What follows belongs to an exercise in optimizing a design on an open flow for small area; a production flow would make more cautious choices. In this exercise RTL edits were held to simulation tests only and were not proved equivalent to the original. The flow treats the clock pin as an ideal source, which a real chip does not have. Power is estimated from default activity; no workload was simulated.

==> design/flow/design.v <==
module timer_top (
	input wire sys_clk,
	input wire sys_rst_n,
	input wire tim_pwrite,
	input wire tim_psel,
	input wire tim_penable,
	input wire [11:0] tim_paddr,
	input wire [31:0] tim_pwdata,
	input wire [3:0] tim_pstrb,
	input wire dbg_mode,
	output reg [31:0] tim_prdata,
	output wire tim_pready,
	output wire tim_pslverr,
	output wire tim_int
);
wire addr_ok = ~(|tim_paddr[11:5]) & ~(|tim_paddr[1:0]);
wire [2:0] ra = tim_paddr[4:2];
wire wr = tim_psel & tim_penable & tim_pwrite & addr_ok;
assign tim_pready = 1'b1;
assign tim_pslverr = ~addr_ok;
wire we_tcr   = wr & (ra == 3'd0);
wire we_tdr0  = wr & (ra == 3'd1);
wire we_tdr1  = wr & (ra == 3'd2);
wire we_tcmp0 = wr & (ra == 3'd3);
wire we_tcmp1 = wr & (ra == 3'd4);
wire we_tier  = wr & (ra == 3'd5);
wire we_tisr  = wr & (ra == 3'd6);
wire we_thcsr = wr & (ra == 3'd7);
reg        timer_en, div_en, int_en, int_st, halt_req;
reg  [3:0] div_val;
reg  [7:0] pcnt;
reg [63:0] cnt;
reg [63:0] ncmp;             
wire [7:0] pmask;
genvar i;
generate
	for (i = 0; i < 8; i = i + 1) begin : g_mask
		assign pmask[i] = (div_val > i);
	end
endgenerate
wire dv0 = (div_val == 4'd0);
wire phit = (pcnt == pmask);
wire cnt_en = timer_en & (~div_en | dv0 | phit);
wire prun = timer_en & div_en & ~dv0 & ~phit;
wire [8:0] pc;
assign pc[0] = 1'b1;
generate
	for (i = 0; i < 8; i = i + 1) begin : g_pinc
		assign pc[i+1] = pc[i] & pcnt[i];
	end
endgenerate
wire [7:0] pcnt_nxt = {8{prun}} & (pcnt ^ pc[7:0]);
wire [3:0] gall;             
wire [4:0] gpre;             
wire [63:0] cc;
assign gpre[0] = 1'b1;
generate
	for (i = 0; i < 4; i = i + 1) begin : g_grp
		assign gall[i] = &cnt[16*i+15:16*i];
		assign gpre[i+1] = gpre[i] & gall[i];
	end
	for (i = 0; i < 64; i = i + 1) begin : g_cinc
		if (i % 16 == 0) begin : g_first
			assign cc[i] = cnt_en & gpre[i/16];
		end else begin : g_next
			assign cc[i] = cc[i-1] & cnt[i-1];
		end
	end
endgenerate
wire [63:0] cinc = cnt ^ cc[63:0];
wire match = &(cnt ^ ncmp);
always @(posedge sys_clk or negedge sys_rst_n) begin
	if (!sys_rst_n) begin
		timer_en <= 1'b0;
		div_en   <= 1'b0;
		div_val  <= 4'd1;
		int_en   <= 1'b0;
		int_st   <= 1'b0;
		halt_req <= 1'b0;
		cnt      <= 64'd0;
		ncmp     <= 64'd0;
	end else begin
		if (we_tcr) begin
			timer_en <= tim_pwdata[0];
			div_en   <= tim_pwdata[1];
			if (tim_pwdata[11:8] < 4'd9)
				div_val <= tim_pwdata[11:8];
		end
		if (we_tier)  int_en   <= tim_pwdata[0];
		if (we_thcsr) halt_req <= tim_pwdata[0];
		int_st <= int_st ? ~(we_tisr & tim_pwdata[0]) : match;
		cnt[31:0]  <= we_tdr0 ? tim_pwdata : cinc[31:0];
		cnt[63:32] <= we_tdr1 ? tim_pwdata : cinc[63:32];
		if (we_tcmp0) ncmp[31:0]  <= ~tim_pwdata;
		if (we_tcmp1) ncmp[63:32] <= ~tim_pwdata;
	end
end
always @(posedge sys_clk) begin
	pcnt <= pcnt_nxt;
end
assign tim_int = int_st & int_en;
always @* begin
	case (ra)
		3'd0: tim_prdata = {20'd0, div_val, 6'd0, div_en, timer_en};
		3'd1: tim_prdata = cnt[31:0];
		3'd2: tim_prdata = cnt[63:32];
		3'd3: tim_prdata = ~ncmp[31:0];
		3'd4: tim_prdata = ~ncmp[63:32];
		3'd5: tim_prdata = {31'd0, int_en};
		3'd6: tim_prdata = {31'd0, int_st};
		default: tim_prdata = {30'd0, dbg_mode & halt_req, halt_req};
	endcase
end
endmodule
==> design/flow/flow/run.sh <==
#!/bin/bash
# The standard layout (standard.sh, unchanged synthesis) with:
#  - port buffers of the smallest buffer cell instead of the default pick
#  - clock tree without dummy load cells, built from small clock buffers;
#    after CTS, leaf buffers whose flip-flop clock pins see a slow edge are
#    upsized (flow/post_cts.tcl), and data-path cells with spare setup slack
#    are downsized
set -o pipefail
export BUFFER_PORTS_ARGS="-buffer_cell sky130_fd_sc_hd__buf_1"
export CTS_ARGS="-sink_clustering_enable -repair_clock_nets -dont_use_dummy_load -buf_list sky130_fd_sc_hd__clkbuf_4"
export POST_CTS_TCL="$(pwd)/flow/post_cts.tcl"
bash standard.sh finish > standard.log 2>&1
==> design/flow/flow/post_cts.tcl <==
# Area recovery on data paths with spare setup slack.
repair_timing -recover_power 100
# Upsize clock-tree leaf buffers whose flip-flop clock pins see a slow edge.
estimate_parasitics -placement
foreach inst [get_cells clkbuf_*] {
  set worst 0.0
  foreach pin [get_pins -of_objects $inst -filter "direction==output"] {
    foreach load [get_pins -of_objects [get_nets -of_objects $pin] -filter "direction==input"] {
      set s [get_property $load slew_max]
      if {$s > $worst} { set worst $s }
    }
  }
  if {$worst > 0.10} {
    puts "POST_CTS upsizing [get_name $inst] (clock slew $worst)"
    replace_cell $inst sky130_fd_sc_hd__clkbuf_8
  }
}
estimate_parasitics -placement
detailed_placement
check_placement -verbose
report_design_area
==> design/flow/standard.sh <==
#!/bin/bash
# synth_recipe.tcl (not shown) runs the flow's synth.tcl, then flattens the netlist and writes it again
# the make line also repeats each setting of config.mk as NAME=value (left out here)
make -C /OpenROAD-flow-scripts/flow DESIGN_CONFIG=/design/flow/config.mk WORK_HOME=/design/flow/orfs CLKGATE_MAP_FILE= SYNTH_SCRIPT=/design/flow/synth_recipe.tcl "${@:-finish}"
==> design/flow/config.mk <==
export PLATFORM = sky130hd
export DESIGN_NAME = timer_top
export DESIGN_NICKNAME = timer_top
export VERILOG_FILES = /design/flow/design.v
export SDC_FILE = /design/flow/constraint.sdc
export NUM_CORES = 4
export LEC_CHECK = 0
export CAP_MARGIN = 20
export CORE_MARGIN = 2
export CORE_UTILIZATION = 70
export PLACE_DENSITY = 0.8
export SLEW_MARGIN = 20
==> design/flow/constraint.sdc <==
create_clock -name core_clock -period 5.5 [get_ports {sys_clk}]
set_input_delay 1.1000 -clock core_clock [delete_from_list [all_inputs] [get_ports {sys_clk}]]
set_output_delay 1.1000 -clock core_clock [all_outputs]
set_load 0.01 [all_outputs]
==> qor.tcl, run 1 <==
set qor(viasPerCell) 6.81
set qor(power_mw) 1.72
set qor(remaining_drc_errors) 0
set qor(overflow) 0
set qor(post_drt_wl_per_cell_um) 23.3
set qor(final-max-slew-violation-count) 0
set qor(num_vias) 6366
set qor(synthesis.area_um2) 7930
set qor(routabilityCongestion) 0.969
set qor(grt_start_max_net_pins) 76
set qor(tritoncts) {yes}
set qor(worst_setup_path_end_kind) {flip-flop}
set qor(yosys.area_share.xor_xnor_pct) 5.96
set qor(leakage_nw) 4.17
set qor(grt_pass1_vias) 6427
set qor(fillerInstances) 742
set qor(synth.top_cells.by_area) {sky130_fd_sc_hd__dfrtp_1 (43%), sky130_fd_sc_hd__ha_1 (10%), sky130_fd_sc_hd__mux2_2 (9.2%)}
set qor(synth_edf_count) 0
set qor(synth-compound-area-share_pct) 14.5
set qor(grt_busiest_layer) {met2}
set qor(status) {timing/DRC/antenna clean}
set qor(postSynth.topFlopCell) {sky130_fd_sc_hd__dfrtp_1}
set qor(n_antenna_cell) 0
set qor(largest_vdd_supply_drop_v) 0.000227
set qor(floorplan.die.width_um) 110
set qor(timing.critical_path.required_ns) 5.84
set qor(postSynthNetCount) 846
set qor(floorplan.rows) 38
set qor(max_freq_mhz) 194
set qor(worst_path_largest_cell_delay_ns) 0.56
set qor(synth_largest_type_area_fraction_pct) 42.9
set qor(simple_logic_cell_fraction_of_the_synthesized_area_pct) 10.2
set qor(globalRouteMet3Util_pct) 12.1
set qor(clock_latency_ns) 0.45
set qor(grt_pass1_wl_um) 34100
set qor(final_hold_viol_count) 0
set qor(postSynthAreaPerCell_um2) 10.9
set qor(period_share_pct) 93.5
set qor(initial_core_util_pct) 72.5
set qor(grt_antenna_before_repair) 0
set qor(synth_top_area_cell) {sky130_fd_sc_hd__dfrtp_1}
set qor(report.final.setup_viol) 0
set qor(nets) 917
set qor(area.growth.synth_to_final_pct) 7.46
set qor(clock_sinks) 145
set qor(post_layout_min_period_ns) 5.14
set qor(fin_worst_skew_ns) 0.0362
set qor(grt_setup_unrepaired) {no}
set qor(flip_flop_and_latch_count_after_synthesis) 145
set qor(dominant_combinational_cell_family_by_area_after_synthesis) {compound AO/OA/AOI/OAI gates}
set qor(synthesis.yosys.warnings) 1
set qor(crit_path_frequent_cell) {sky130_fd_sc_hd__ha_1}
set qor(critical_path.cell_chain) {or4_1 > a21oi_1 > a211oi_1 > a2111oi_4 > a31oi_1 > buf_4 > nor3_1 > ha_1 > ha_1 > ha_1 > ha_1 > ha_1 > ha_1 > ha_1 > ha_1 > ha_1 > ha_1 > ha_1 > ha_1 > ha_1 > ha_1 > ha_1 > mux2_2}
set qor(share_of_cells_above_drive_strength_1_pct) 13.2
set qor(dieArea_um2) 12200
set qor(max-cap-violations) 0
set qor(global_route.usage.met1_pct) 48.2
set qor(power_density_nw_per_um2) 202
set qor(startpoint_type) {flip-flop}
set qor(place_hpwl_um) 15200
set qor(critical-path-slowest-cell) {sky130_fd_sc_hd__or4_1}
set qor(timing.critical_path.arrival_ns) 5.48
set qor(routed_wirelength_um) 21800
set qor(hold_class) {flip-flop to flip-flop}
set qor(timing_worst_setup_path_type) {flip-flop to flip-flop}
set qor(clkTransAtPathRegs_ns) 0.10
set qor(synth_adder_area_share_pct) 10.4
set qor(cp_max_fo) 11
set qor(slew_worst_pin_ns) 0.884
set qor(antenna_left) 0
set qor(first_iter_violations) 663
set qor(synth_mux_area_share_pct) 10.5
set qor(height_of_the_die_um) 110
set qor(seq_area_frac_synth_pct) 45.3
set qor(postSynth.asyncResetShare_pct) 94.5
set qor(groute.usage.overall_pct) 36.3
set qor(synthCells) 726
set qor(setup_tns_ns) 0
set qor(synth_cell_types) 54
set qor(use_met2_pct) 54.9
set qor(fp.coreArea_um2) 10900
set qor(portBuffers) 83
set qor(drt_pass1_iterations) 5
set qor(io_pins) 89
set qor(max-slew-margin-rel_pct) 41.1
==> through the flow <==
| step | area [um^2] | hold WS, ns | setup WS [ns] | utilization (%) | cells |
|---|---|---|---|---|---|
| floorplan | 7930 | 0.485 | 0.917 | - | 726 |
| global placement | 8300 | 0.503 | 0.601 | 75.9 | 915 |
| detailed placement | 8300 | 0.511 | 0.538 | 75.9 | 915 |
| global route | 8520 | 0.563 | 0.0632 | 78.0 | 935 |
| finish | 8520 | 0.535 | 0.358 | 78.0 | 935 |
==> routing by layer <==
| metal | share of wire (%) | wire, um | vias to the layer above |
|---|---|---|---|
| met5 | 0 | 0 | - |
| li1 | - | - | 2818 |
| met3 | 11 | 2390 | 79 |
| met2 | 46 | 10000 | 371 |
| met1 | 39 | 8540 | 3098 |
| met4 | 3.9 | 852 | 0 |
==> power by group <==
group | switching (mW) | internal [mW] | total (mW)
clock network | 0.341 | 0.189 | 0.530
registers | 0.00227 | 1.07 | 1.07
logic | 0.0858 | 0.0362 | 0.122
total | 0.429 | 1.29 | 1.72
==> cell families (layout without fill, tap and decap cells) <==
| logic type | count (synthesis) | count (layout) |
|---|---|---|
| flops | 145 | 145 |
| mux | 70 | 70 |
| xor+xnor | 54 | 54 |
| buf+inv | 53 | 122 |
| compound gates | 172 | 172 |
| other cells | 1 | 1 |
| fa+ha+maj | 66 | 66 |
| simple gates | 165 | 165 |
==> layout make-up <==
cell class / count / area [um^2] / area share, %
Multi-Input combinational cell: 528 / 4100 / 48.1
Sequential cell: 145 / 3590 / 42.1
Inverter: 8 / 30.0 / 0.352
Clock buffer: 17 / 165 / 1.94
Timing Repair Buffer: 97 / 460 / 5.40
Tap cell: 140 / 175 / 2.05
==> synth_stat cells, types with 2 or more instances <==
library cell / instances
sky130_fd_sc_hd__a211o_1: 3
sky130_fd_sc_hd__a211oi_1: 4
sky130_fd_sc_hd__a21oi_1: 4
sky130_fd_sc_hd__a221oi_1: 5
sky130_fd_sc_hd__a22oi_1: 27
sky130_fd_sc_hd__and2_1: 4
sky130_fd_sc_hd__and3_1: 7
sky130_fd_sc_hd__buf_2: 7
sky130_fd_sc_hd__buf_4: 7
sky130_fd_sc_hd__buf_6: 2
sky130_fd_sc_hd__clkbuf_1: 27
sky130_fd_sc_hd__dfrtp_1: 136
sky130_fd_sc_hd__dfxtp_1: 8
sky130_fd_sc_hd__ha_1: 66
sky130_fd_sc_hd__inv_1: 8
sky130_fd_sc_hd__mux2_2: 65
sky130_fd_sc_hd__mux4_2: 4
sky130_fd_sc_hd__nand2_1: 84
sky130_fd_sc_hd__nand2b_1: 2
sky130_fd_sc_hd__nand3_1: 5
sky130_fd_sc_hd__nand4_1: 25
sky130_fd_sc_hd__nor2_1: 11
sky130_fd_sc_hd__nor2b_1: 3
sky130_fd_sc_hd__nor4_1: 13
sky130_fd_sc_hd__o2111ai_1: 2
sky130_fd_sc_hd__o211ai_1: 2
sky130_fd_sc_hd__o21a_1: 2
sky130_fd_sc_hd__o21ai_0: 79
sky130_fd_sc_hd__o221ai_1: 27
sky130_fd_sc_hd__o22a_1: 2
sky130_fd_sc_hd__o22ai_1: 7
sky130_fd_sc_hd__o32a_1: 3
sky130_fd_sc_hd__or3_1: 2
sky130_fd_sc_hd__xnor2_1: 22
sky130_fd_sc_hd__xor2_1: 32
==> worst max-delay path: cells and delay by family, from the launching register on <==
family / cells / cell delay [ns]
mux: 1 / 0.26
compound gates: 4 / 0.60
simple gates: 2 / 1.03
flops: 1 / 0.53
fa+ha+maj: 15 / 2.40
buf+inv: 1 / 0.20
==> flip-flops by register name, summed over array words and instances, names as in the netlist <==
| register | cells |
|---|---|
| cnt | 64 |
| ncmp | 64 |
| pcnt | 8 |
| div_val | 4 |
| div_en | 1 |
| halt_req | 1 |
| int_en | 1 |
| int_st | 1 |
| timer_en | 1 |
==> cell usage in the layout (no fill, tap or decap), types with 4 or more instances in the layout <==
cell type	n
sky130_fd_sc_hd__mux4_2	4
sky130_fd_sc_hd__nand2_1	84
sky130_fd_sc_hd__nor4_1	13
sky130_fd_sc_hd__a221oi_1	5
sky130_fd_sc_hd__xor2_1	32
sky130_fd_sc_hd__xnor2_1	22
sky130_fd_sc_hd__a21oi_1	4
sky130_fd_sc_hd__clkbuf_2	8
sky130_fd_sc_hd__o22ai_1	7
sky130_fd_sc_hd__clkbuf_4	12
sky130_fd_sc_hd__o221ai_1	27
sky130_fd_sc_hd__o21ai_0	79
sky130_fd_sc_hd__and3_1	7
sky130_fd_sc_hd__dfrtp_1	136
sky130_fd_sc_hd__dfxtp_1	8
sky130_fd_sc_hd__nor2_1	11
sky130_fd_sc_hd__clkbuf_8	6
sky130_fd_sc_hd__buf_1	80
sky130_fd_sc_hd__a211oi_1	4
sky130_fd_sc_hd__nand3_1	4
sky130_fd_sc_hd__a22oi_1	27
sky130_fd_sc_hd__nand4_1	25
sky130_fd_sc_hd__mux2_2	65
sky130_fd_sc_hd__ha_1	66
sky130_fd_sc_hd__inv_1	8
==> worst paths after layout <==
| path | startpoint | endpoint | slack (ns) | depth (start not counted) |
|---|---|---|---|---|
| worst max-delay path | div_val[2] | cnt[62] | 0.36 | 23 |
| worst min-delay path | int_en | int_en | 0.54 | 1 |
| worst max register to register | div_val[2] | cnt[62] | 0.36 | 23 |
| worst min register to register | int_en | int_en | 0.54 | 1 |
| max in group asynchronous | sys_rst_n | ncmp[9] | 3.37 | 3 |
| min in group asynchronous | sys_rst_n | cnt[29] | 0.60 | 1 |
==> run 2: changes to the inputs <==
==> design/flow/flow/run.sh (replaced) <==
#!/bin/bash
# The standard layout (standard.sh, unchanged synthesis) with:
#  - port buffers of the smallest buffer cell instead of the default pick
#  - clock tree without dummy load cells, built from small clock buffers;
#    after CTS, leaf buffers whose flip-flop clock pins see a slow edge are
#    upsized (flow/post_cts.tcl)
set -o pipefail
export BUFFER_PORTS_ARGS="-buffer_cell sky130_fd_sc_hd__buf_1"
export CTS_ARGS="-sink_clustering_enable -repair_clock_nets -dont_use_dummy_load -buf_list sky130_fd_sc_hd__clkbuf_4"
export POST_CTS_TCL="$(pwd)/flow/post_cts.tcl"
bash standard.sh finish > standard.log 2>&1
--- a/design/flow/flow/post_cts.tcl
+++ b/design/flow/flow/post_cts.tcl
@@ -1,5 +1,3 @@
-# Area recovery on data paths with spare setup slack.
-repair_timing -recover_power 100
 # Upsize clock-tree leaf buffers whose flip-flop clock pins see a slow edge.
 estimate_parasitics -placement
 foreach inst [get_cells clkbuf_*] {
--- a/design/flow/config.mk
+++ b/design/flow/config.mk
@@ -5,8 +5,8 @@
 export SDC_FILE = /design/flow/constraint.sdc
 export NUM_CORES = 4
 export LEC_CHECK = 0
-export CAP_MARGIN = 20
+export CAP_MARGIN = 0
 export CORE_MARGIN = 2
 export CORE_UTILIZATION = 70
 export PLACE_DENSITY = 0.8
-export SLEW_MARGIN = 20
+export SLEW_MARGIN = 0
==> qor.tcl, run 2 <==
set qor(synthesis.yosys.warnings) 1
set qor(routabilityCongestion) 0.969
set qor(viasPerCell) 6.82
set qor(worst_setup_path_end_kind) {flip-flop}
set qor(leakage_nw) 4.14
set qor(num_vias) 6354
set qor(grt_start_max_net_pins) 76
set qor(postSynthAreaPerCell_um2) 10.9
set qor(final_hold_viol_count) 0
set qor(grt_pass1_wl_um) 34100
set qor(overflow) 0
set qor(nets) 914
set qor(max-cap-violations) 0
set qor(power.internal_mw) 1.29
set qor(layout_top_registers) {cnt x64, ncmp x64, pcnt x8}
set qor(fp.coreArea_um2) 10900
set qor(io_pins) 89
set qor(clkTransAtPathRegs_ns) 0.10
set qor(initial_core_util_pct) 72.5
set qor(timing.critical_path.arrival_ns) 5.37
set qor(postSynth.asyncResetShare_pct) 94.5
set qor(timing.critical_path.required_ns) 5.81
set qor(max_freq_mhz) 197
set qor(pnr_worst_setup_slack_ns) 0.437
set qor(reg2reg_to) {cnt[46]}
set qor(dieArea_um2) 12200
set qor(final_common_cell) {sky130_fd_sc_hd__dfrtp_1}
set qor(pwr-share-seq_pct) 62.1
set qor(antenna_left) 0
set qor(hold_path_end) {int_en}
set qor(utilization_after_layout_pct) 77.4
set qor(holdWs_ns) 0.534
set qor(height_of_the_die_um) 110
set qor(remaining_drc_errors) 0
set qor(share_of_cells_above_drive_strength_1_pct) 13.1
set qor(synth_cell_types) 54
set qor(tritoncts) {yes}
set qor(hold_class) {flip-flop to flip-flop}
set qor(cp_max_fo) 11
set qor(worstRegToRegCells) 23
set qor(seq_area_frac_synth_pct) 45.3
set qor(status) {timing/DRC/antenna clean}
set qor(launch_instance_of_the_worst_min_delay_path) {int_en}
set qor(post_layout_min_period_ns) 5.06
set qor(final-max-slew-violation-count) 0
set qor(routed_wirelength_um) 21600
set qor(synth_edf_count) 0
set qor(first_iter_violations) 666
set qor(power.switching_fraction_pct) 25.0
set qor(place_hpwl_um) 15200
set qor(fillerInstances) 747
set qor(floorplan.die.width_um) 110
set qor(proportion_of_power_drawn_by_the_clock_network_pct) 30.9
set qor(synth.top_cells.by_area) {sky130_fd_sc_hd__dfrtp_1 (43%), sky130_fd_sc_hd__ha_1 (10%), sky130_fd_sc_hd__mux2_2 (9.2%)}
set qor(n_antenna_cell) 0
set qor(fraction_of_power_consumed_by_combinational_cells_pct) 7.0
set qor(slew_worst_pin_ns) 1.18
set qor(reg2reg_slack_ns) 0.44
set qor(grt_pass1_vias) 6404
set qor(synth_common_cells) {sky130_fd_sc_hd__dfrtp_1 (136), sky130_fd_sc_hd__nand2_1 (84), sky130_fd_sc_hd__o21ai_0 (79), sky130_fd_sc_hd__ha_1 (66), sky130_fd_sc_hd__mux2_2 (65)}
set qor(flip_flop_and_latch_count_after_synthesis) 145
set qor(seq_area_um2) 3590
set qor(crit-reg2reg-launch) {div_val[2]}
set qor(synth_largest_type_area_fraction_pct) 42.9
set qor(placed_cells) 915
set qor(synth_most_common_cell) {sky130_fd_sc_hd__dfrtp_1}
set qor(dp_slack_ns) 0.538
set qor(synthCells) 726
set qor(setup_tns_ns) 0
set qor(fin_worst_skew_ns) 0.0403
set qor(use_met2_pct) 54.3
set qor(floorplan.rows) 38
set qor(multi_input_comb_area_um2) 4110
set qor(globalRouteMet3Util_pct) 11.3
set qor(area.growth.synth_to_final_pct) 6.69
set qor(period_share_pct) 92.1
set qor(total_switching_power_uw) 429
set qor(clock_latency_ns) 0.45
set qor(post_drt_wl_per_cell_um) 23.1
set qor(grt_antenna_before_repair) 0
set qor(post_layout_nonfiller_instances) 932
set qor(grt_setup_unrepaired) {no}
set qor(max-slew-margin-rel_pct) 21.6
set qor(grt_busiest_layer) {met2}
set qor(timing_worst_setup_path_type) {flip-flop to flip-flop}
set qor(synth_top_area_cell) {sky130_fd_sc_hd__dfrtp_1}
set qor(drt_pass1_iterations) 6
set qor(startpoint_type) {flip-flop}
set qor(report.final.setup_viol) 0
set qor(postSynthNetCount) 846
set qor(global_route.usage.met1_pct) 49.2
set qor(min_delay_path_depth) 1
set qor(power_density_nw_per_um2) 203
set qor(postSynth.topFlopCell) {sky130_fd_sc_hd__dfrtp_1}
set qor(portBuffers) 83
set qor(synthesis.area_um2) 7930
set qor(largest_vdd_supply_drop_v) 0.000228
set qor(clock_sinks) 145
set qor(layout.cells.most_common_list) {sky130_fd_sc_hd__dfrtp_1 (136), sky130_fd_sc_hd__nand2_1 (84), sky130_fd_sc_hd__buf_1 (82)}
set qor(groute.usage.overall_pct) 36.2
==> run 2: worst max-delay path: stages, from the launching register on <==
cell	delay [ns]
sky130_fd_sc_hd__dfrtp_1	0.59
sky130_fd_sc_hd__or4_1	0.18
sky130_fd_sc_hd__a21oi_1	0.06
sky130_fd_sc_hd__a211oi_1	0.36
sky130_fd_sc_hd__a2111oi_4	0.05
sky130_fd_sc_hd__a31oi_1	0.21
sky130_fd_sc_hd__buf_4	0.22
sky130_fd_sc_hd__nor2_1	0.08
sky130_fd_sc_hd__ha_1	0.18
sky130_fd_sc_hd__ha_1	0.19
sky130_fd_sc_hd__ha_1	0.19
sky130_fd_sc_hd__ha_1	0.20
sky130_fd_sc_hd__ha_1	0.21
sky130_fd_sc_hd__ha_1	0.20
sky130_fd_sc_hd__ha_1	0.20
sky130_fd_sc_hd__ha_1	0.19
sky130_fd_sc_hd__ha_1	0.18
sky130_fd_sc_hd__ha_1	0.18
sky130_fd_sc_hd__ha_1	0.18
sky130_fd_sc_hd__ha_1	0.18
sky130_fd_sc_hd__ha_1	0.19
sky130_fd_sc_hd__ha_1	0.19
sky130_fd_sc_hd__ha_1	0.26
sky130_fd_sc_hd__mux2_2	0.26
==> run 2: routing by layer <==
layer,vias up,share of wire [%]
li1,2817,-
met1,3079,40
met2,392,46
met3,66,11
met4,0,3.6
met5,-,0
==> run 2: worst max path at each step <==
stage,startpoint,endpoint,slack (ns),depth (start not counted)
final,div_val[2],cnt[46],0.44,23
after global routing,div_val[2],cnt[62],0.24,23
after detailed placement,div_val[0],cnt[46],0.54,23
after global placement,div_val[0],cnt[46],0.60,23
after floorplan,div_val[1],cnt[14],0.92,23
==> run 2: power by group through the flow <==
stage	sequential, mW	combinational (mW)	clock [mW]
after detailed placement	1.09	0.119	0
after global routing	1.07	0.131	0.577
final	1.07	0.120	0.532
after global placement	1.09	0.115	0
after floorplan	1.09	0.0489	0
==> run 2: per-stage QoR <==
step / power (mW) / instance area [um^2]
after global placement: 1.20 / 8300
final: 1.72 / 8460
after detailed placement: 1.21 / 8300
after global routing: 1.78 / 8460
after floorplan: 1.14 / 7930
==> run 2: kinds of logic (layout without fill, tap and decap cells) <==
logic type      count (synthesis)  in the layout  share of synthesized area, %
xor+xnor                       54             54                          5.96
mux                            70             70                          10.5
simple gates                  165            165                          10.2
flops                         145            145                          45.3
buf+inv                        53            119                          3.15
fa+ha+maj                      66             66                          10.4
compound gates                172            172                          14.5
other cells                     1              1                        0.0473
==> run 2: layout make-up <==
| cell class | count | area share [%] |
|---|---|---|
| Inverter | 8 | 0.355 |
| Clock buffer | 17 | 1.95 |
| Multi-Input combinational cell | 528 | 48.5 |
| Tap cell | 140 | 2.07 |
| Sequential cell | 145 | 42.4 |
| Timing Repair Buffer | 94 | 4.70 |
==> run 3: changes to the inputs <==
--- a/design/flow/config.mk
+++ b/design/flow/config.mk
@@ -5,8 +5,8 @@
 export SDC_FILE = /design/flow/constraint.sdc
 export NUM_CORES = 4
 export LEC_CHECK = 0
-export CAP_MARGIN = 0
+export CAP_MARGIN = 20
 export CORE_MARGIN = 2
 export CORE_UTILIZATION = 70
 export PLACE_DENSITY = 0.8
-export SLEW_MARGIN = 0
+export SLEW_MARGIN = 20
==> qor.tcl, run 3 <==
set qor(layout.cells.most_common_list) {sky130_fd_sc_hd__dfrtp_1 (136), sky130_fd_sc_hd__nand2_1 (84), sky130_fd_sc_hd__buf_1 (82)}
set qor(n_antenna_cell) 0
set qor(num_vias) 6348
set qor(postSynthAreaPerCell_um2) 10.9
set qor(overflow) 0
set qor(postSynth.asyncResetShare_pct) 94.5
set qor(grt_pass1_vias) 6404
set qor(worst_setup_path_end_kind) {flip-flop}
set qor(seq_area_um2) 3590
set qor(post_drt_wl_per_cell_um) 23.1
set qor(cp_top_family) {adder cells}
set qor(fillerInstances) 747
set qor(post_layout_min_period_ns) 5.05
set qor(routabilityCongestion) 0.969
set qor(grt_antenna_before_repair) 0
set qor(status) {timing/DRC/antenna clean}
set qor(synth_top_area_cell) {sky130_fd_sc_hd__dfrtp_1}
set qor(launch_instance_of_the_worst_min_delay_path) {int_en}
set qor(clock_latency_ns) 0.45
set qor(timing_worst_setup_path_type) {flip-flop to flip-flop}
set qor(floorplan.die.width_um) 110
set qor(max-slew-margin-rel_pct) 36.2
set qor(crit_buf_inv) 1
set qor(portBuffers) 83
set qor(grt_setup_unrepaired) {no}
set qor(synth_edf_count) 0
set qor(seq_area_frac_synth_pct) 45.3
set qor(setup_tns_ns) 0
set qor(synthCells) 726
set qor(layout_top_registers) {cnt x64, ncmp x64, pcnt x8}
set qor(hold_path_end) {int_en}
set qor(max-cap-violations) 0
set qor(synth_largest_type_area_fraction_pct) 42.9
set qor(drt_pass1_iterations) 5
set qor(hold_class) {flip-flop to flip-flop}
set qor(antenna_left) 0
set qor(multi_input_comb_area_um2) 4110
set qor(final-max-slew-violation-count) 0
set qor(max_freq_mhz) 198
set qor(postSynthNetCount) 846
set qor(worstRegToRegCells) 23
set qor(share_of_cells_above_drive_strength_1_pct) 13.1
set qor(report.final.setup_viol) 0
set qor(final_hold_viol_count) 0
set qor(fp.coreArea_um2) 10900
set qor(postSynth.topFlopCell) {sky130_fd_sc_hd__dfrtp_1}
set qor(viasPerCell) 6.81
set qor(flip_flop_and_latch_count_after_synthesis) 145
set qor(grt_start_max_net_pins) 76
set qor(groute.usage.overall_pct) 36.2
set qor(largest_vdd_supply_drop_v) 0.000228
set qor(startpoint_type) {flip-flop}
set qor(timing.critical_path.required_ns) 5.81
set qor(first_iter_violations) 701
set qor(remaining_drc_errors) 0
set qor(leakage_nw) 4.14
set qor(reg2reg_slack_ns) 0.45
set qor(synth.top_cells.by_area) {sky130_fd_sc_hd__dfrtp_1 (43%), sky130_fd_sc_hd__ha_1 (10%), sky130_fd_sc_hd__mux2_2 (9.2%)}
set qor(place_hpwl_um) 15200
set qor(critical_path.cell_chain) {or4_1 > a21oi_1 > a211oi_1 > a2111oi_4 > a31oi_1 > buf_4 > nor2_1 > ha_1 > ha_1 > ha_1 > ha_1 > ha_1 > ha_1 > ha_1 > ha_1 > ha_1 > ha_1 > ha_1 > ha_1 > ha_1 > ha_1 > ha_1 > mux2_2}
set qor(critical-path-slowest-cell) {sky130_fd_sc_hd__dfstp_2}
set qor(reg2reg_to) {cnt[46]}
set qor(height_of_the_die_um) 110
set qor(grt_pass1_wl_um) 34100
set qor(synthesis.area_um2) 7930
set qor(initial_core_util_pct) 72.5
set qor(timing.critical_path.arrival_ns) 5.36
set qor(power_density_nw_per_um2) 203
set qor(min_delay_path_depth) 1
set qor(crit_path_frequent_cell) {sky130_fd_sc_hd__ha_1}
set qor(dieArea_um2) 12200
set qor(utilization_after_layout_pct) 77.4
set qor(tritoncts) {yes}
set qor(synth_common_cells) {sky130_fd_sc_hd__dfrtp_1 (136), sky130_fd_sc_hd__nand2_1 (84), sky130_fd_sc_hd__o21ai_0 (79), sky130_fd_sc_hd__ha_1 (66), sky130_fd_sc_hd__mux2_2 (65)}
set qor(cp_max_fo) 11
set qor(floorplan.rows) 38
set qor(fin_worst_skew_ns) 0.0357
set qor(clkTransAtPathRegs_ns) 0.10
set qor(period_share_pct) 91.8
set qor(final_common_cell) {sky130_fd_sc_hd__dfrtp_1}
set qor(synth_most_common_cell) {sky130_fd_sc_hd__dfrtp_1}
set qor(routed_wirelength_um) 21500
set qor(clock_sinks) 145
set qor(nets) 914
set qor(crit-reg2reg-launch) {div_val[0]}
set qor(synth_cell_types) 54
set qor(worst_path_largest_cell_delay_ns) 0.63
set qor(area.growth.synth_to_final_pct) 6.74
set qor(synthesis.yosys.warnings) 1
set qor(slew_worst_pin_ns) 0.956
set qor(io_pins) 89
## run 3: cell counts after synthesis
No cell type changed its count.
## run 3: how the worst max path moves through the flow
stage                from      end  slack (ns)  cells past startpoint
2_1_floorplan  div_val[1]  cnt[14]        0.92                     23
3_3_place_gp   div_val[0]  cnt[46]        0.60                     23
3_5_place_dp   div_val[0]  cnt[46]        0.54                     23
5_1_grt        div_val[2]  cnt[62]        0.24                     23
6_report       div_val[0]  cnt[46]        0.45                     23
## run 3: cells by family (layout without fill, tap and decap cells)
family / Yosys count / count (layout) / synth area share, %
AOI/OAI and AO/OA: 172 / 172 / 14.5
muxes: 70 / 70 / 10.5
xor gates and xnor gates: 54 / 54 / 5.96
other: 1 / 1 / 0.0473
adders and majority gates: 66 / 66 / 10.4
DFF: 145 / 145 / 45.3
buffers and inverters: 53 / 119 / 3.15
and+or+nand+nor: 165 / 165 / 10.2
## run 3: routing by layer
| layer | vias to the layer above | track usage [%] | routed length, um | part of all wire [%] |
|---|---|---|---|---|
| met2 | 374 | 54.3 | 9850 | 46 |
| li1 | 2813 | - | - | - |
| met5 | - | 0 | 0 | 0 |
| met4 | 0 | 14.9 | 750 | 3.5 |
| met1 | 3092 | 49.2 | 8640 | 40 |
| met3 | 69 | 11.3 | 2280 | 11 |
## run 3: report_power, final
group | internal [mW] | leakage, nW | switching, mW
Sequential | 1.07 | 1.95 | 0.00224
Combinational | 0.0352 | 2.10 | 0.0848
Clock | 0.189 | 0.0937 | 0.340
## run 3: through the flow
| stage | power [mW] | instances | hold slack [ns] | setup WS, ns | instance area [um^2] |
|---|---|---|---|---|---|
| final | 1.72 | 932 | 0.535 | 0.454 | 8470 |
| after global routing | 1.78 | 932 | 0.562 | 0.244 | 8470 |
| after detailed placement | 1.21 | 915 | 0.511 | 0.538 | 8300 |
| after global placement | 1.20 | 915 | 0.503 | 0.601 | 8300 |
| after floorplan | 1.14 | 726 | 0.485 | 0.917 | 7930 |
## run 3: final cells by class
type	instances	share of cell area, %
inverter	8	0.355
clock buffer	17	1.95
sequential	145	42.4
tap	140	2.07
multi-input combinational	528	48.5
timing repair buffer	94	4.70
## run 3: worst register-to-register path: cells and delay by family, from the launching register on
kind	cells	cell delay (ns)
muxes	1	0.26
and+or+nand+nor	2	0.22
buffers and inverters	1	0.22
DFF	1	0.63
adders and majority gates	15	2.91
AOI/OAI and AO/OA	4	0.68
==> run 4: changes to the inputs <==
--- a/design/flow/design.v
+++ b/design/flow/design.v
@@ -1,3 +1,12 @@
+module counter (
+	input wire we,
+	input wire we_n,
+	input wire wdata,
+	input wire inc,
+	output wire nxt
+);
+assign nxt = (we & wdata) | (we_n & inc);
+endmodule
 module timer_top (
 	input wire sys_clk,
 	input wire sys_rst_n,
@@ -68,6 +77,15 @@
 	end
 endgenerate
 wire [63:0] cinc = cnt ^ cc[63:0];
+wire [63:0] cnxt;
+wire we_tdr0_n = ~we_tdr0;
+wire we_tdr1_n = ~we_tdr1;
+generate
+	for (i = 0; i < 32; i = i + 1) begin : g_csel
+		counter u_lo (.we(we_tdr0), .we_n(we_tdr0_n), .wdata(tim_pwdata[i]), .inc(cinc[i]),    .nxt(cnxt[i]));
+		counter u_hi (.we(we_tdr1), .we_n(we_tdr1_n), .wdata(tim_pwdata[i]), .inc(cinc[i+32]), .nxt(cnxt[i+32]));
+	end
+endgenerate
 wire match = &(cnt ^ ncmp);
 always @(posedge sys_clk or negedge sys_rst_n) begin
 	if (!sys_rst_n) begin
@@ -89,8 +107,7 @@
 		if (we_tier)  int_en   <= tim_pwdata[0];
 		if (we_thcsr) halt_req <= tim_pwdata[0];
 		int_st <= int_st ? ~(we_tisr & tim_pwdata[0]) : match;
-		cnt[31:0]  <= we_tdr0 ? tim_pwdata : cinc[31:0];
-		cnt[63:32] <= we_tdr1 ? tim_pwdata : cinc[63:32];
+		cnt <= cnxt;
 		if (we_tcmp0) ncmp[31:0]  <= ~tim_pwdata;
 		if (we_tcmp1) ncmp[63:32] <= ~tim_pwdata;
 	end
--- a/design/flow/config.mk
+++ b/design/flow/config.mk
@@ -10,3 +10,4 @@
 export CORE_UTILIZATION = 70
 export PLACE_DENSITY = 0.8
 export SLEW_MARGIN = 20
+export SYNTH_HIERARCHICAL = 1
==> qor.tcl, run 4 <==
set qor(status) {timing/DRC/antenna clean}
set qor(antenna_left) 0
set qor(io_pins) 89
set qor(proportion_of_power_drawn_by_the_clock_network_pct) 30.9
set qor(cp_max_fo) 9
set qor(slew_worst_pin_ns) 0.955
set qor(grt_start_max_net_pins) 65
set qor(fillerInstances) 753
set qor(launch_instance_of_the_worst_min_delay_path) {ncmp[26]}
set qor(worst_setup_path_end_kind) {flip-flop}
set qor(seq_area_frac_synth_pct) 45.8
set qor(synthesis.area_um2) 7840
set qor(floorplan.die.width_um) 110
set qor(num_vias) 6581
set qor(drt_pass1_iterations) 5
set qor(max_freq_mhz) 203
set qor(n_antenna_cell) 0
set qor(area.growth.synth_to_final_pct) 7.66
set qor(final_common_cell) {sky130_fd_sc_hd__dfrtp_1}
set qor(flip_flop_and_latch_count_after_synthesis) 145
set qor(synth_largest_type_area_fraction_pct) 43.4
set qor(postSynth.asyncResetShare_pct) 94.5
set qor(synth_most_common_cell) {sky130_fd_sc_hd__dfrtp_1}
set qor(dp_slack_ns) 0.580
set qor(multi_input_comb_area_um2) 4070
set qor(report.final.setup_viol) 0
set qor(seq_area_um2) 3590
set qor(timing.critical_path.arrival_ns) 5.27
set qor(final_hold_viol_count) 0
set qor(dieArea_um2) 12100
set qor(floorplan.rows) 38
set qor(share_of_cells_above_drive_strength_1_pct) 6.05
set qor(routed_wirelength_um) 21700
set qor(synth_edf_count) 0
set qor(power.internal_mw) 1.30
set qor(place_hpwl_um) 15400
set qor(leakage_nw) 3.98
set qor(crit-reg2reg-launch) {div_val[0]}
set qor(startpoint_type) {flip-flop}
set qor(total_switching_power_uw) 413
set qor(grt_pass1_wl_um) 34000
set qor(initial_core_util_pct) 72.0
set qor(grt_pass1_vias) 6303
set qor(power_density_nw_per_um2) 204
set qor(final-max-slew-violation-count) 0
set qor(crit_buf_inv) 0
set qor(worst_path_largest_cell_delay_ns) 0.63
set qor(layout.cells.most_common_list) {sky130_fd_sc_hd__dfrtp_1 (136), sky130_fd_sc_hd__nand2_1 (88), sky130_fd_sc_hd__buf_1 (82)}
set qor(routabilityCongestion) 0.965
set qor(synth.top_cells.by_area) {sky130_fd_sc_hd__dfrtp_1 (43%), sky130_fd_sc_hd__ha_1 (11%), sky130_fd_sc_hd__a22o_1 (7.2%)}
set qor(critical-path-slowest-cell) {sky130_fd_sc_hd__dfstp_2}
set qor(fp.coreArea_um2) 10900
set qor(period_share_pct) 89.7
set qor(nets) 932
set qor(post_layout_min_period_ns) 4.93
set qor(overflow) 0
set qor(layout_top_registers) {cnt x64, ncmp x64, pcnt x8}
set qor(synth_cell_types) 64
set qor(postSynthAreaPerCell_um2) 10.7
set qor(max-slew-margin-rel_pct) 36.3
set qor(synthCells) 735
set qor(tritoncts) {yes}
set qor(clkTransAtPathRegs_ns) 0.10
set qor(pnr_worst_setup_slack_ns) 0.569
set qor(synthesis.yosys.warnings) 7
set qor(post_drt_wl_per_cell_um) 22.9
set qor(pwr-share-seq_pct) 62.2
set qor(cp_top_family) {adder cells}
set qor(first_iter_violations) 740
set qor(clock_sinks) 145
set qor(worst_setup_sp) {div_val[0]}
set qor(viasPerCell) 6.93
set qor(grt_setup_unrepaired) {no}
set qor(grt_antenna_before_repair) 1
set qor(height_of_the_die_um) 110
set qor(fraction_of_power_consumed_by_combinational_cells_pct) 6.9
set qor(synth_top_area_cell) {sky130_fd_sc_hd__dfrtp_1}
set qor(largest_vdd_supply_drop_v) 0.000236
set qor(portBuffers) 83
set qor(hold_class) {flip-flop to flip-flop}
set qor(remaining_drc_errors) 0
set qor(synth_common_cells) {sky130_fd_sc_hd__dfrtp_1 (136), sky130_fd_sc_hd__nand2_1 (88), sky130_fd_sc_hd__ha_1 (66), sky130_fd_sc_hd__a22o_1 (64), sky130_fd_sc_hd__o21ai_0 (64)}
set qor(crit_path_frequent_cell) {sky130_fd_sc_hd__ha_1}
set qor(setup_tns_ns) 0
set qor(clock_latency_ns) 0.44
set qor(timing.critical_path.required_ns) 5.84
set qor(power.switching_fraction_pct) 24.0
set qor(critical_path.cell_chain) {nand2_1 > a22oi_1 > a2bb2oi_1 > or4_4 > a21oi_1 > ha_1 > ha_1 > ha_1 > ha_1 > ha_1 > ha_1 > ha_1 > ha_1 > ha_1 > ha_1 > ha_1 > ha_1 > ha_1 > ha_1 > ha_1 > xor2_1 > a22o_1}
set qor(fin_worst_skew_ns) 0.0321
set qor(postSynthNetCount) 855
set qor(groute.usage.overall_pct) 38.3
set qor(timing_worst_setup_path_type) {flip-flop to flip-flop}
set qor(postSynth.topFlopCell) {sky130_fd_sc_hd__dfrtp_1}
set qor(max-cap-violations) 0
==> run 4: changes by cell type after synthesis, moves of 4 or more <==
cell / before / now
sky130_fd_sc_hd__mux2_2: 65 / 4
sky130_fd_sc_hd__a22o_1: 1 / 64
sky130_fd_sc_hd__xor2_1: 32 / 23
sky130_fd_sc_hd__xnor2_1: 22 / 33
sky130_fd_sc_hd__clkbuf_1: 27 / 22
sky130_fd_sc_hd__o2bb2ai_1: 0 / 4
sky130_fd_sc_hd__nand2_1: 84 / 88
sky130_fd_sc_hd__o21ai_1: 0 / 10
sky130_fd_sc_hd__buf_2: 7 / 11
sky130_fd_sc_hd__o21ai_0: 79 / 64
sky130_fd_sc_hd__and3_1: 7 / 1
sky130_fd_sc_hd__buf_4: 7 / 1
sky130_fd_sc_hd__nor3_1: 1 / 11
==> run 4: power groups by stage <==
| stage | logic (mW) | clock network (mW) | registers, mW |
|---|---|---|---|
| global placement | 0.114 | 0 | 1.09 |
| global route | 0.130 | 0.584 | 1.07 |
| finish | 0.119 | 0.531 | 1.07 |
| detailed placement | 0.118 | 0 | 1.09 |
| floorplan | 0.0478 | 0 | 1.09 |
==> run 4: layer usage <==
layer / routed length [um] / up-vias / GRT usage [%]
met5: 0 / - / 0
met4: 711 / 0 / 15.9
met3: 2240 / 62 / 10.9
met2: 10200 / 360 / 59.1
met1: 8540 / 3212 / 51.0
li1: - / 2947 / -
==> run 4: metrics by stage <==
step	instances	utilization, %	cell area [um^2]	hold WS, ns	power (mW)
6_report	950	77.5	8440	0.539	1.72
5_1_grt	950	77.5	8440	0.578	1.78
2_1_floorplan	735	-	7840	0.479	1.14
3_5_place_dp	933	75.8	8260	0.517	1.21
3_3_place_gp	933	75.8	8260	0.505	1.20
==> run 4: cell families after synthesis <==
kind of cell	count (synthesis)	share of synthesized area, %
XOR/XNOR	56	6.26
multiplexers	9	1.58
buffers and inverters	44	2.43
AND/OR/NAND/NOR	177	11.2
flip-flops	145	45.8
AO/OA/AOI/OAI	237	22.1
other	1	0.0478
adder cells (fa/ha/maj)	66	10.5
==> run 4: final timing paths <==
| kind | end | slack, ns | cells past startpoint |
|---|---|---|---|
| max in group asynchronous | cnt[40] | 3.65 | 2 |
| worst min register to register | ncmp[26] | 0.54 | 2 |
| worst max-delay path | cnt[63] | 0.57 | 22 |
| worst max register to register | cnt[63] | 0.57 | 22 |
| worst min-delay path | ncmp[26] | 0.54 | 2 |
| min in group asynchronous | ncmp[30] | 0.73 | 1 |
==> run 4: worst reg2reg max path: cells and delay by family, from the launching register on <==
family	cells	cell delay, ns
xor+xnor	1	0.15
compound gates	4	0.84
fa+ha+maj	15	2.93
simple gates	2	0.30
flops	1	0.63
==> run 4: per-module statistics from Yosys, one instance, submodules excluded <==
module,area (um^2),copies in the design,cells inside,flip-flops and latches
counter,8.76,64,1,0
timer_top,7280,1,671,145
==> run 4: cell type report <==
type | count | area share [%]
tap | 140 | 2.08
clock buffer | 17 | 2.11
inverter | 8 | 0.356
sequential | 145 | 42.5
timing repair buffer | 94 | 4.72
multi-input combinational | 546 | 48.2
==> run 5: changes to the inputs <==
--- a/design/flow/design.v
+++ b/design/flow/design.v
@@ -1,12 +1,3 @@
-module counter (
-	input wire we,
-	input wire we_n,
-	input wire wdata,
-	input wire inc,
-	output wire nxt
-);
-assign nxt = (we & wdata) | (we_n & inc);
-endmodule
 module timer_top (
 	input wire sys_clk,
 	input wire sys_rst_n,
@@ -77,15 +68,6 @@
 	end
 endgenerate
 wire [63:0] cinc = cnt ^ cc[63:0];
-wire [63:0] cnxt;
-wire we_tdr0_n = ~we_tdr0;
-wire we_tdr1_n = ~we_tdr1;
-generate
-	for (i = 0; i < 32; i = i + 1) begin : g_csel
-		counter u_lo (.we(we_tdr0), .we_n(we_tdr0_n), .wdata(tim_pwdata[i]), .inc(cinc[i]),    .nxt(cnxt[i]));
-		counter u_hi (.we(we_tdr1), .we_n(we_tdr1_n), .wdata(tim_pwdata[i]), .inc(cinc[i+32]), .nxt(cnxt[i+32]));
-	end
-endgenerate
 wire match = &(cnt ^ ncmp);
 always @(posedge sys_clk or negedge sys_rst_n) begin
 	if (!sys_rst_n) begin
@@ -107,7 +89,8 @@
 		if (we_tier)  int_en   <= tim_pwdata[0];
 		if (we_thcsr) halt_req <= tim_pwdata[0];
 		int_st <= int_st ? ~(we_tisr & tim_pwdata[0]) : match;
-		cnt <= cnxt;
+		cnt[31:0]  <= we_tdr0 ? tim_pwdata : cinc[31:0];
+		cnt[63:32] <= we_tdr1 ? tim_pwdata : cinc[63:32];
 		if (we_tcmp0) ncmp[31:0]  <= ~tim_pwdata;
 		if (we_tcmp1) ncmp[63:32] <= ~tim_pwdata;
 	end
--- a/design/flow/flow/run.sh
+++ b/design/flow/flow/run.sh
@@ -4,8 +4,11 @@
 #  - clock tree without dummy load cells, built from small clock buffers;
 #    after CTS, leaf buffers whose flip-flop clock pins see a slow edge are
 #    upsized (flow/post_cts.tcl)
+#  - after floorplan, combinational cells are sized down to the smallest of
+#    their family (flow/post_floorplan.tcl); later repair upsizes as needed
 set -o pipefail
 export BUFFER_PORTS_ARGS="-buffer_cell sky130_fd_sc_hd__buf_1"
 export CTS_ARGS="-sink_clustering_enable -repair_clock_nets -dont_use_dummy_load -buf_list sky130_fd_sc_hd__clkbuf_4"
 export POST_CTS_TCL="$(pwd)/flow/post_cts.tcl"
+export POST_FLOORPLAN_TCL="$(pwd)/flow/post_floorplan.tcl"
 bash standard.sh finish > standard.log 2>&1
==> design/flow/flow/post_floorplan.tcl (new file) <==
# Size every combinational cell down to the smallest cell of its family;
# the placement and CTS repair steps that follow upsize what timing needs.
set ndown 0
foreach inst [get_cells *] {
  set ref [get_property $inst ref_name]
  if {![regexp {^(sky130_fd_sc_hd__[a-z0-9]+)_([0-9]+)$} $ref -> fam drv]} continue
  if {[regexp {__(df|sdf|edf|dl|sdl|clk|conb|tap|fill|decap|buf|probe|lpflow|ebuf|einv)} $fam]} continue
  set best $ref; set barea [get_property [get_lib_cells */$ref] area]
  foreach lc [get_lib_cells */${fam}_*] {
    set n [get_name $lc]
    if {![regexp "^${fam}_\[0-9\]+\$" $n]} continue
    if {[get_property $lc dont_use]} continue
    set a [get_property $lc area]
    if {$a < $barea} { set best $n; set barea $a }
  }
  if {$best != $ref} { replace_cell $inst $best; incr ndown }
}
puts "DOWNSIZE resized $ndown cells"
report_design_area
--- a/design/flow/config.mk
+++ b/design/flow/config.mk
@@ -10,4 +10,3 @@
 export CORE_UTILIZATION = 70
 export PLACE_DENSITY = 0.8
 export SLEW_MARGIN = 20
-export SYNTH_HIERARCHICAL = 1
==> qor.tcl, run 5 <==
set qor(hold_class) {flip-flop to flip-flop}
set qor(initial_core_util_pct) 72.5
set qor(place_hpwl_um) 15400
set qor(setup_tns_ns) 0
set qor(layout_top_registers) {cnt x64, ncmp x64, pcnt x8}
set qor(crit_path_frequent_cell) {sky130_fd_sc_hd__ha_1}
set qor(synth.top_cells.by_area) {sky130_fd_sc_hd__dfrtp_1 (43%), sky130_fd_sc_hd__ha_1 (10%), sky130_fd_sc_hd__mux2_2 (9.2%)}
set qor(postSynth.topFlopCell) {sky130_fd_sc_hd__dfrtp_1}
set qor(grt_busiest_layer) {met2}
set qor(groute.usage.overall_pct) 36.5
set qor(floorplan.die.width_um) 110
set qor(fp.coreArea_um2) 10900
set qor(final_hold_viol_count) 0
set qor(num_vias) 6450
set qor(largest_vdd_supply_drop_v) 0.000214
set qor(portBuffers) 83
set qor(synth_common_cells) {sky130_fd_sc_hd__dfrtp_1 (136), sky130_fd_sc_hd__nand2_1 (84), sky130_fd_sc_hd__o21ai_0 (79), sky130_fd_sc_hd__ha_1 (66), sky130_fd_sc_hd__mux2_2 (65)}
set qor(final-max-slew-violation-count) 0
set qor(dieArea_um2) 12200
set qor(clock_latency_ns) 0.45
set qor(seq_area_frac_synth_pct) 45.3
set qor(postSynthNetCount) 846
set qor(final_common_cell) {sky130_fd_sc_hd__dfrtp_1}
set qor(height_of_the_die_um) 110
set qor(startpoint_type) {flip-flop}
set qor(max-cap-violations) 0
set qor(multi_input_comb_area_um2) 4080
set qor(total_switching_power_uw) 426
set qor(postSynth.asyncResetShare_pct) 94.5
set qor(clock_sinks) 145
set qor(proportion_of_power_drawn_by_the_clock_network_pct) 31.7
set qor(post_layout_min_period_ns) 5.22
set qor(critical-path-slowest-cell) {sky130_fd_sc_hd__or4_1}
set qor(synth_most_common_cell) {sky130_fd_sc_hd__dfrtp_1}
set qor(placed_cell_area_um2) 8290
set qor(cp_max_fo) 10
set qor(post_drt_wl_per_cell_um) 23.2
set qor(drt_pass1_iterations) 6
set qor(critical_path.cell_chain) {or4_1 > a21oi_1 > a211oi_1 > a2111oi_0 > a31oi_1 > buf_4 > nor3_1 > ha_1 > ha_1 > ha_1 > ha_1 > ha_1 > ha_1 > ha_1 > ha_1 > ha_1 > ha_1 > ha_1 > ha_1 > ha_1 > ha_1 > ha_1 > mux2_2}
set qor(globalRouteMet3Util_pct) 10.4
set qor(overflow) 0
set qor(grt_antenna_before_repair) 0
set qor(nets) 914
set qor(postSynthAreaPerCell_um2) 10.9
set qor(first_iter_violations) 723
set qor(synth_edf_count) 0
set qor(holdWs_ns) 0.534
set qor(power_density_nw_per_um2) 205
set qor(synth_top_area_cell) {sky130_fd_sc_hd__dfrtp_1}
set qor(fin_worst_skew_ns) 0.0334
set qor(synth_cell_types) 54
set qor(n_antenna_cell) 0
set qor(synthesis.area_um2) 7930
set qor(synth_largest_type_area_fraction_pct) 42.9
set qor(synthesis.yosys.warnings) 1
set qor(fillerInstances) 768
set qor(viasPerCell) 6.92
set qor(max-slew-margin-rel_pct) 43.0
set qor(worst_path_largest_cell_delay_ns) 0.56
set qor(post-route-cell-area_um2) 8480
set qor(power.internal_mw) 1.31
set qor(dp_slack_ns) 0.372
set qor(power.switching_fraction_pct) 24.5
set qor(grt_pass1_wl_um) 34600
set qor(power_mw) 1.74
set qor(worst_setup_path_end_kind) {flip-flop}
set qor(period_share_pct) 95.0
set qor(leakage_nw) 4.16
set qor(routabilityCongestion) 0.889
set qor(pnr_worst_setup_slack_ns) 0.278
set qor(io_pins) 89
set qor(floorplan.rows) 38
set qor(grt_start_max_net_pins) 78
set qor(layout.cells.most_common_list) {sky130_fd_sc_hd__dfrtp_1 (136), sky130_fd_sc_hd__nand2_1 (84), sky130_fd_sc_hd__buf_1 (81)}
set qor(tritoncts) {yes}
set qor(clkTransAtPathRegs_ns) 0.08
set qor(fraction_of_power_consumed_by_combinational_cells_pct) 6.9
set qor(area.growth.synth_to_final_pct) 6.92
set qor(slew_worst_pin_ns) 0.855
set qor(timing.critical_path.arrival_ns) 5.55
set qor(grt_pass1_vias) 6502
set qor(synthCells) 726
set qor(pwr-share-seq_pct) 61.4
set qor(status) {timing/DRC/antenna clean}
set qor(timing_worst_setup_path_type) {flip-flop to flip-flop}
set qor(grt_setup_unrepaired) {no}
set qor(flip_flop_and_latch_count_after_synthesis) 145
set qor(timing.critical_path.required_ns) 5.83
set qor(antenna_left) 0
set qor(share_of_cells_above_drive_strength_1_pct) 13.1
set qor(max_freq_mhz) 191
set qor(seq_area_um2) 3590
set qor(use_met2_pct) 54.7
set qor(routed_wirelength_um) 21600
set qor(remaining_drc_errors) 0
set qor(global_route.usage.met1_pct) 49.7
set qor(report.final.setup_viol) 0
-- run 5: changes by cell type in the layout (fill, tap and decap cells not counted), moves of 4 or more --
| cell | previous run | this run |
|---|---|---|
| sky130_fd_sc_hd__a22o_1 | 64 | 1 |
| sky130_fd_sc_hd__xor2_1 | 23 | 32 |
| sky130_fd_sc_hd__o21ai_1 | 10 | 0 |
| sky130_fd_sc_hd__o2bb2ai_1 | 4 | 0 |
| sky130_fd_sc_hd__xnor2_1 | 33 | 22 |
| sky130_fd_sc_hd__and3_1 | 1 | 7 |
| sky130_fd_sc_hd__o21ai_0 | 64 | 79 |
| sky130_fd_sc_hd__nand2_1 | 88 | 84 |
| sky130_fd_sc_hd__mux2_2 | 4 | 65 |
| sky130_fd_sc_hd__nor3_1 | 11 | 2 |
-- run 5: path summary, 6_finish.rpt --
| path | from | end | slack (ns) | cells past startpoint |
|---|---|---|---|---|
| max | div_val[2] | cnt[62] | 0.28 | 23 |
| min | ncmp[7] | ncmp[7] | 0.53 | 2 |
| max reg2reg | div_val[2] | cnt[62] | 0.28 | 23 |
| min reg2reg | ncmp[7] | ncmp[7] | 0.53 | 2 |
| max in group asynchronous | sys_rst_n | ncmp[11] | 3.81 | 2 |
| min in group asynchronous | sys_rst_n | ncmp[60] | 0.77 | 1 |
-- run 5: power groups by stage --
stage	registers, mW	clock network (mW)	logic, mW
global placement	1.09	0	0.116
floorplan	1.09	0	0.0489
detailed placement	1.09	0	0.119
finish	1.07	0.552	0.120
global route	1.07	0.599	0.131
-- run 5: cell type report --
cell class	instances	share of cell area, %
Inverter	8	0.354
Multi-Input combinational cell	528	48.1
Sequential cell	145	42.3
Tap cell	140	2.07
Clock buffer	17	2.17
Timing Repair Buffer	94	5.00
-- run 5: worst max-delay path: cells and delay by family (launching register included) --
family	cells	cell delay, ns
AO/OA/AOI/OAI	4	0.83
multiplexers	1	0.26
AND/OR/NAND/NOR	2	0.90
flip-flops	1	0.50
adder cells (fa/ha/maj)	15	2.41
buffers and inverters	1	0.21
-- run 5: through the flow --
stage / instances / utilization, %
finish: 932 / 77.6
global route: 932 / 77.6
detailed placement: 915 / 75.8
global placement: 915 / 75.8
floorplan: 726 / -
-- run 5: kinds of logic (layout without fill, tap and decap cells) --
| logic type | after synthesis | count (layout) | synth area share [%] |
|---|---|---|---|
| XOR/XNOR | 54 | 54 | 5.96 |
| AO/OA/AOI/OAI | 172 | 172 | 14.5 |
| AND/OR/NAND/NOR | 165 | 165 | 10.2 |
| buffers and inverters | 53 | 119 | 3.15 |
| other | 1 | 1 | 0.0473 |
| multiplexers | 70 | 70 | 10.5 |
| adder cells (fa/ha/maj) | 66 | 66 | 10.4 |
| flip-flops | 145 | 145 | 45.3 |
-- run 5: layer usage --
| layer | wire length, um | vias to the layer above |
|---|---|---|
| met1 | 8650 | 3167 |
| li1 | - | 2824 |
| met3 | 2270 | 74 |
| met2 | 9780 | 385 |
| met5 | 0 | - |
| met4 | 877 | 0 |

[afterwards: timing with drivers on the ports]
No port has a modelled driver above. Below, the same layouts with a new extraction and two added sets of constraints. Step 1, drivers: a clkbuf_16 drives sys_clk and a buf_2 each remaining input, both assumed. Step 2, shift: input delay + t, output delay - t, t = (earliest + latest rising clock arrival at the registers) / 2. This alone moves slack from input paths to output paths. a / b / c = ideal ports / drivers / drivers and shift; a / b = the first two.
| run | t, ns | setup slack, ns | worst setup path after step 2 |
|---|---|---|---|
| run 1 | 0.474 | 0.358 / 0.358 / 0.358 | register to register |
| run 2 | 0.473 | 0.437 / 0.437 / 0.437 | register to register |
| run 3 | 0.468 | 0.454 / 0.454 / 0.454 | register to register |
| run 4 | 0.467 | 0.569 / 0.569 / 0.569 | register to register |
| run 5 | 0.471 | 0.278 / 0.278 / 0.278 | register to register |
After both steps every run listed still meets setup and hold.
